This is an optimization exercise on Yosys and OpenROAD, whose aim is small area and a short achievable clock period, not a production implementation.
RTL that was checked went through simulation tests only; none was proved equivalent to the original.
Power and IR drop assume default switching activity.

## job 101
==> flow/design.v <==
module Register(s_in, r_in, d_in, s_out, r_out, d_out, clock);
parameter W = 8;
input  [15:0] s_in;
input  [7:0]  r_in;
input  [7:0]  d_in;
input         clock;
output reg [15:0] s_out;
output     [7:0]  r_out;
output reg [7:0]  d_out;
reg [W-1:0] r_q;
always @(posedge clock) begin
  s_out <= s_in;
  r_q   <= r_in[W-1:0];
  d_out <= d_in;
end
generate
  if (W < 8) begin : pad
    assign r_out = {{(8 - W){1'b0}}, r_q};
  end else begin : full
    assign r_out = r_q;
  end
endgenerate
endmodule
module Stage(s_in, r_in, d, s_out, r_out);
parameter J = 9;
input  [15:0] s_in;
input  [7:0]  r_in;
input  [7:0]  d;
output [15:0] s_out;
output [7:0]  r_out;
localparam WI = (J - 1 < 8) ? J - 1 : 8;
localparam WO = (J < 8) ? J : 8;
wire [8:0] rin_w = (WI == 0) ? 9'd0 : {1'b0, r_in} & ((9'd1 << WI) - 9'd1);
wire [8:0] t     = {rin_w[7:0], s_in[15]};
wire [9:0] diff  = {1'b0, t} - {2'b0, d};
wire       q     = ~diff[9];
wire [8:0] rn    = q ? diff[8:0] : t;
wire       z     = (d == 8'd0);
wire       qrec  = (J <= 8 && z) ? s_in[15] : q;
assign s_out = {s_in[14:0], qrec};
assign r_out = rn[7:0] & ((9'd1 << WO) - 9'd1);
endmodule
module Divider(divisor,dividend,quotient_final,remainder,clock);
input clock;
input [7:0] divisor;
input [15:0] dividend;
output [15:0] quotient_final;
output [22:0] remainder;
wire [15:0] s  [1:15];
wire [7:0]  r  [1:15];
wire [7:0]  d  [1:15];
wire [15:0] sn [1:15];
wire [7:0]  rn [1:15];
reg [15:0] s1;
reg [7:0]  d1;
always @(posedge clock) begin
  s1 <= dividend;
  d1 <= divisor;
end
assign s[1] = s1;
assign r[1] = 8'd0;
assign d[1] = d1;
wire [15:0] sa;
wire [7:0]  ra;
Stage #(.J(1)) S1 (s[1], r[1], d[1], sa, ra);
Stage #(.J(2)) S2 (sa, ra, d[1], sn[1], rn[1]);
Register #(.W(2)) R2 (sn[1], rn[1], d[1], s[2], r[2], d[2], clock);
genvar k;
generate
  for (k = 2; k <= 14; k = k + 1) begin : st
    Stage #(.J(k + 1)) S (s[k], r[k], d[k], sn[k], rn[k]);
    Register #(.W((k + 1 < 8) ? k + 1 : 8)) R (sn[k], rn[k], d[k], s[k+1], r[k+1], d[k+1], clock);
  end
endgenerate
Stage #(.J(16)) S16 (s[15], r[15], d[15], sn[15], rn[15]);
wire z15 = (d[15] == 8'd0);
reg [15:0] qf;
reg [15:0] rf;
always @(posedge clock) begin
  qf <= sn[15] | {16{z15}};
  rf <= {sn[15][15:8] & {8{z15}}, rn[15]};
end
assign quotient_final = qf;
assign remainder = {7'd0, rf};
endmodule
Settings: LEC_CHECK=0, CAP_MARGIN=20, CORE_MARGIN=2, CORE_UTILIZATION=40, CTS_BUF_LIST=sky130_fd_sc_hd__clkbuf_4 sky130_fd_sc_hd__clkbuf_8, SETUP_SLACK_MARGIN=1.2, SLEW_MARGIN=20; clock period 3.0 ns.
run.sh (not shown) runs the stock make flow with config.mk's settings and CLKGATE_MAP_FILE= SYNTH_SCRIPT=/design/flow/synth_recipe.tcl, a recipe that flattens the netlist after the stock synthesis.
Job 101 completed end to end with timing, DRC and antenna clean.
### job 101 -> job 102
--- a/flow/design.v
+++ b/flow/design.v
@@ -21,24 +21,33 @@
   end
 endgenerate
 endmodule
-module Stage(s_in, r_in, d, s_out, r_out);
+module Stage(s_in, r_in, nd, s_out, r_out);
 parameter J = 9;
 input  [15:0] s_in;
 input  [7:0]  r_in;
-input  [7:0]  d;
+input  [7:0]  nd;
 output [15:0] s_out;
 output [7:0]  r_out;
 localparam WI = (J - 1 < 8) ? J - 1 : 8;
 localparam WO = (J < 8) ? J : 8;
-wire [8:0] rin_w = (WI == 0) ? 9'd0 : {1'b0, r_in} & ((9'd1 << WI) - 9'd1);
-wire [8:0] t     = {rin_w[7:0], s_in[15]};
-wire [9:0] diff  = {1'b0, t} - {2'b0, d};
-wire       q     = ~diff[9];
-wire [8:0] rn    = q ? diff[8:0] : t;
-wire       z     = (d == 8'd0);
-wire       qrec  = (J <= 8 && z) ? s_in[15] : q;
+wire [7:0] rin_w = r_in & ((9'd1 << WI) - 9'd1);
+wire [8:0] t     = {rin_w, s_in[15]};
+wire [8:0] c;
+wire [7:0] diff;
+assign c[0] = 1'b1;
+genvar i;
+generate
+  for (i = 0; i < 8; i = i + 1) begin : b
+    assign c[i+1] = (t[i] & nd[i]) | ((t[i] | nd[i]) & c[i]);
+    assign diff[i] = t[i] ^ nd[i] ^ c[i];
+  end
+endgenerate
+wire       q    = t[8] | c[8];
+wire [7:0] rn   = q ? diff : t[7:0];
+wire       z    = (nd == 8'hFF);
+wire       qrec = (J <= 8 && z) ? s_in[15] : q;
 assign s_out = {s_in[14:0], qrec};
-assign r_out = rn[7:0] & ((9'd1 << WO) - 9'd1);
+assign r_out = rn & ((9'd1 << WO) - 9'd1);
 endmodule
 module Divider(divisor,dividend,quotient_final,remainder,clock);
 input clock;
@@ -55,7 +64,7 @@
 reg [7:0]  d1;
 always @(posedge clock) begin
   s1 <= dividend;
-  d1 <= divisor;
+  d1 <= ~divisor;
 end
 assign s[1] = s1;
 assign r[1] = 8'd0;
@@ -73,7 +82,7 @@
   end
 endgenerate
 Stage #(.J(16)) S16 (s[15], r[15], d[15], sn[15], rn[15]);
-wire z15 = (d[15] == 8'd0);
+wire z15 = (d[15] == 8'hFF);
 reg [15:0] qf;
 reg [15:0] rf;
 always @(posedge clock) begin
==> comparison <==
The flow for job 102 finished, though final verification flagged setup timing. Of job 101 and job 102, the run reporting the higher time the final worst path needs with I/O delays and setup was job 102. Compared to job 101, job 102 has internal power component 1.5 mW lower. Relative to job 101, the total core area measured on job 102 has decreased by more than 10%. Compare job 101 and job 102 | fraction of area in multi-input gates higher: job 101. The lower routed wire length of job 101 and job 102 is in job 102. Job 102 and job 101 ended up with roughly the same worst slack on hold paths. Portion of total power attributed to the clock network for job 102: 6.8 points up relative to job 101. Job 102 has less setup slack than job 101. Summary of job 102 over job 101: synthesized cell count shows a reduction of 331, utilization grew by 0.50 points, overall die area lost 12%, cell area decreased by 12% relative to the old numbers. As of job 102, number of setup buffers added after CTS had fallen by more than half compared to job 101.
No functional check of the RTL was part of job 102.

* * *

Another version of the RTL of Divider (not shown whole).
Size: ~1400 cells after synthesis, about 480 flip-flops, about 64 I/O pins, about 15000 µm² of cells after synthesis.
==> module Stage, before the edit <==
module Stage(s_in, r_in, nd, s_out, r_out);
parameter J = 9;
input  [15:0] s_in;
input  [7:0]  r_in;
input  [7:0]  nd;
output [15:0] s_out;
output [7:0]  r_out;
localparam WI = (J - 1 < 8) ? J - 1 : 8;
localparam WO = (J < 8) ? J : 8;
wire [7:0] rin_w = r_in & ((9'd1 << WI) - 9'd1);
wire [8:0] t     = {rin_w, s_in[15]};
wire [8:0] c;
wire [7:0] sum;
assign c[0] = 1'b0;
genvar i;
generate
  for (i = 0; i < 8; i = i + 1) begin : b
    assign c[i+1] = (t[i] & nd[i]) | ((t[i] | nd[i]) & c[i]);
    assign sum[i] = t[i] ^ nd[i] ^ c[i];
  end
endgenerate
wire       q     = t[8] | c[8];
wire [7:0] rn    = q ? sum : t[7:0];
assign s_out = {s_in[14:0], q};
assign r_out = rn & ((9'd1 << WO) - 9'd1);
endmodule
==> module Divider, before the edit <==
module Divider(divisor,dividend,quotient_final,remainder,clock);
input clock;
input [7:0] divisor;
input [15:0] dividend;
output [15:0] quotient_final;
output [22:0] remainder;
wire [15:0] s  [1:15];
wire [7:0]  r  [1:15];
wire [7:0]  d  [1:15];
wire [15:0] sn [1:15];
wire [7:0]  rn [1:15];
reg [15:0] s1;
reg [7:0]  d1;
always @(posedge clock) begin
  s1 <= dividend;
  d1 <= 8'd0 - divisor;
end
assign s[1] = s1;
assign r[1] = 8'd0;
assign d[1] = d1;
wire [15:0] sa;
wire [7:0]  ra;
Stage #(.J(1)) S1 (s[1], r[1], d[1], sa, ra);
Stage #(.J(2)) S2 (sa, ra, d[1], sn[1], rn[1]);
Register #(.W(2)) R2 (sn[1], rn[1], d[1], s[2], r[2], d[2], clock);
genvar k;
generate
  for (k = 2; k <= 14; k = k + 1) begin : st
    Stage #(.J(k + 1)) S (s[k], r[k], d[k], sn[k], rn[k]);
    Register #(.W((k + 1 < 8) ? k + 1 : 8)) R (sn[k], rn[k], d[k], s[k+1], r[k+1], d[k+1], clock);
  end
endgenerate
Stage #(.J(16)) S16 (s[15], r[15], d[15], sn[15], rn[15]);
wire z15 = (d[15] == 8'd0);
reg [15:0] qf;
reg [15:0] rf;
always @(posedge clock) begin
  qf <= sn[15] | {16{z15}};
  rf <= {sn[15][7:0] & {8{z15}}, rn[15]};
end
assign quotient_final = qf;
assign remainder = {7'd0, rf};
endmodule
clock: 3.0 ns
lec_check: 0
cap_margin: 20
core_margin: 2
core_utilization: 40
cts_buf_list: sky130_fd_sc_hd__clkbuf_16
cts_cluster_diameter: 100
cts_cluster_size: 30
setup_slack_margin: 1.4
slew_margin: 20
standard.sh (not shown) runs the stock make flow with config.mk's settings and CLKGATE_MAP_FILE= SYNTH_SCRIPT=/design/flow/synth_recipe.tcl, a recipe that flattens the netlist after the stock synthesis.
==> flow/flow/run.sh <==
#!/bin/bash
# The standard ORFS layout with two changes to synthesis: Yosys's full-adder
# extraction is off (ADDER_MAP_FILE empty), and ABC maps for delay with the
# script in flow/abc_speed.script (map -D) instead of ORFS's default. ORFS's
# scripts are copied here so that only that one ABC script differs.
set -euo pipefail
rm -rf scripts_local
cp -r "$FLOW_HOME/scripts" scripts_local
cp flow/abc_speed.script scripts_local/abc_speed.script
bash standard.sh ADDER_MAP_FILE= SCRIPTS_DIR="$PWD/scripts_local" finish > flow_make.log 2>&1
==> flow/flow/abc_speed.script <==
strash
dch
map -D 900
topo
stime -c
buffer -c
upsize -c
dnsize -c
The first run finished with timing, DRC and antenna clean.
Change:
--- a/flow/design.v
+++ b/flow/design.v
@@ -30,23 +30,32 @@
 output [7:0]  r_out;
 localparam WI = (J - 1 < 8) ? J - 1 : 8;
 localparam WO = (J < 8) ? J : 8;
 wire [7:0] rin_w = r_in & ((9'd1 << WI) - 9'd1);
 wire [8:0] t     = {rin_w, s_in[15]};
-wire [8:0] c;
-wire [7:0] sum;
-assign c[0] = 1'b0;
-genvar i;
-generate
-  for (i = 0; i < 8; i = i + 1) begin : b
-    assign c[i+1] = (t[i] & nd[i]) | ((t[i] | nd[i]) & c[i]);
-    assign sum[i] = t[i] ^ nd[i] ^ c[i];
-  end
-endgenerate
-wire       q     = t[8] | c[8];
-wire [7:0] rn    = q ? sum : t[7:0];
-assign s_out = {s_in[14:0], q};
+wire [7:0] g0, p0;
+assign g0[0] = t[0] | nd[0];
+assign p0[0] = 1'b0;
+assign g0[7:1] = t[7:1] & nd[7:1];
+assign p0[7:1] = t[7:1] | nd[7:1];
+wire [7:0] g1 = {g0[7] | p0[7] & g0[6], g0[6], g0[5] | p0[5] & g0[4], g0[4],
+                 g0[3] | p0[3] & g0[2], g0[2], g0[1] | p0[1] & g0[0], g0[0]};
+wire [7:0] p1 = {p0[7] & p0[6], p0[6], p0[5] & p0[4], p0[4],
+                 p0[3] & p0[2], p0[2], p0[1] & p0[0], p0[0]};
+wire [7:0] g2 = {g1[7] | p1[7] & g1[5], g1[6] | p1[6] & g1[5], g1[5], g1[4],
+                 g1[3] | p1[3] & g1[1], g1[2] | p1[2] & g1[1], g1[1], g1[0]};
+wire [7:0] p2 = {p1[7] & p1[5], p1[6] & p1[5], p1[5], p1[4],
+                 p1[3] & p1[1], p1[2] & p1[1], p1[1], p1[0]};
+wire [7:0] g3 = {g2[7:4] | p2[7:4] & {4{g2[3]}}, g2[3:0]};
+wire [8:0] c  = {g3, 1'b1};
+wire [7:0] x    = nd ^ c[7:0];
+wire [7:0] diff = t[7:0] ^ x;
+wire       q    = t[8] | c[8];
+wire [7:0] rn   = q ? diff : t[7:0];
+wire       z    = (nd == 8'hFF);
+wire       qrec = (J <= 8 && z) ? s_in[15] : q;
+assign s_out = {s_in[14:0], qrec};
 assign r_out = rn & ((9'd1 << WO) - 9'd1);
 endmodule
 module Divider(divisor,dividend,quotient_final,remainder,clock);
 input clock;
 input [7:0] divisor;
@@ -60,11 +69,11 @@
 wire [7:0]  rn [1:15];
 reg [15:0] s1;
 reg [7:0]  d1;
 always @(posedge clock) begin
   s1 <= dividend;
-  d1 <= 8'd0 - divisor;
+  d1 <= ~divisor;
 end
 assign s[1] = s1;
 assign r[1] = 8'd0;
 assign d[1] = d1;
 wire [15:0] sa;
@@ -78,15 +87,15 @@
     Stage #(.J(k + 1)) S (s[k], r[k], d[k], sn[k], rn[k]);
     Register #(.W((k + 1 < 8) ? k + 1 : 8)) R (sn[k], rn[k], d[k], s[k+1], r[k+1], d[k+1], clock);
   end
 endgenerate
 Stage #(.J(16)) S16 (s[15], r[15], d[15], sn[15], rn[15]);
-wire z15 = (d[15] == 8'd0);
+wire z15 = (d[15] == 8'hFF);
 reg [15:0] qf;
 reg [15:0] rf;
 always @(posedge clock) begin
   qf <= sn[15] | {16{z15}};
-  rf <= {sn[15][7:0] & {8{z15}}, rn[15]};
+  rf <= {sn[15][15:8] & {8{z15}}, rn[15]};
 end
 assign quotient_final = qf;
 assign remainder = {7'd0, rf};
 endmodule
- non-clock buffer count fell by 42
- wire length rose by 7.0%
- global-route usage rose by 1.3 points
- via count rose by 1.5%
- fmax rose by 10%
- power fell by 6.5%
- count of clock-buffer cells in the layout fell by 1
- final cell count rose by 1.2%
- die area rose by 0.46%
- worst hold slack is better by 12 ps
- register-to-register slack is better by 190 ps
- final area fell by 2.3%
- first-iteration DRC count rose by 64%
- combinational power fell by 17%
For the first run of this note, only the layout was checked, not whether the RTL still works.

-- static timing again, ports no longer ideal --
The results above use ideal ports. As a check the final layouts listed here were re-extracted and re-timed, cells and wires unchanged.
Step 1: set_driving_cell puts a clkbuf_16 on clock and a buf_2 on each other input, an assumption about the parent block.
Step 2 also shifts input and output timing later by t, the mid clock arrival at the registers, as if the neighbouring blocks saw the same clock.
Three values: no drivers, after step 1, after step 2; two values: the first two.
run | shift t [ns] | slack for setup (ns) | worst setup path after step 2 | pins driven straight from the clock port
job 101 | 0.651 | 0.939 / 0.939 / 0.939 | register to register | 1
job 102 | 0.618 | -0.576 / -0.576 / -0.576 | register to register | 1
the first run of note 2 | 0.583 | 1.255 / 1.255 / 0.973 | input to register | 1
the second run of note 2 | 0.587 | 1.413 / 1.363 / 1.454 | register to register | 1
The setup slack of the first run of note 2, which loses most, moves by 0.000 ns with the drivers and by -0.282 ns with both steps.
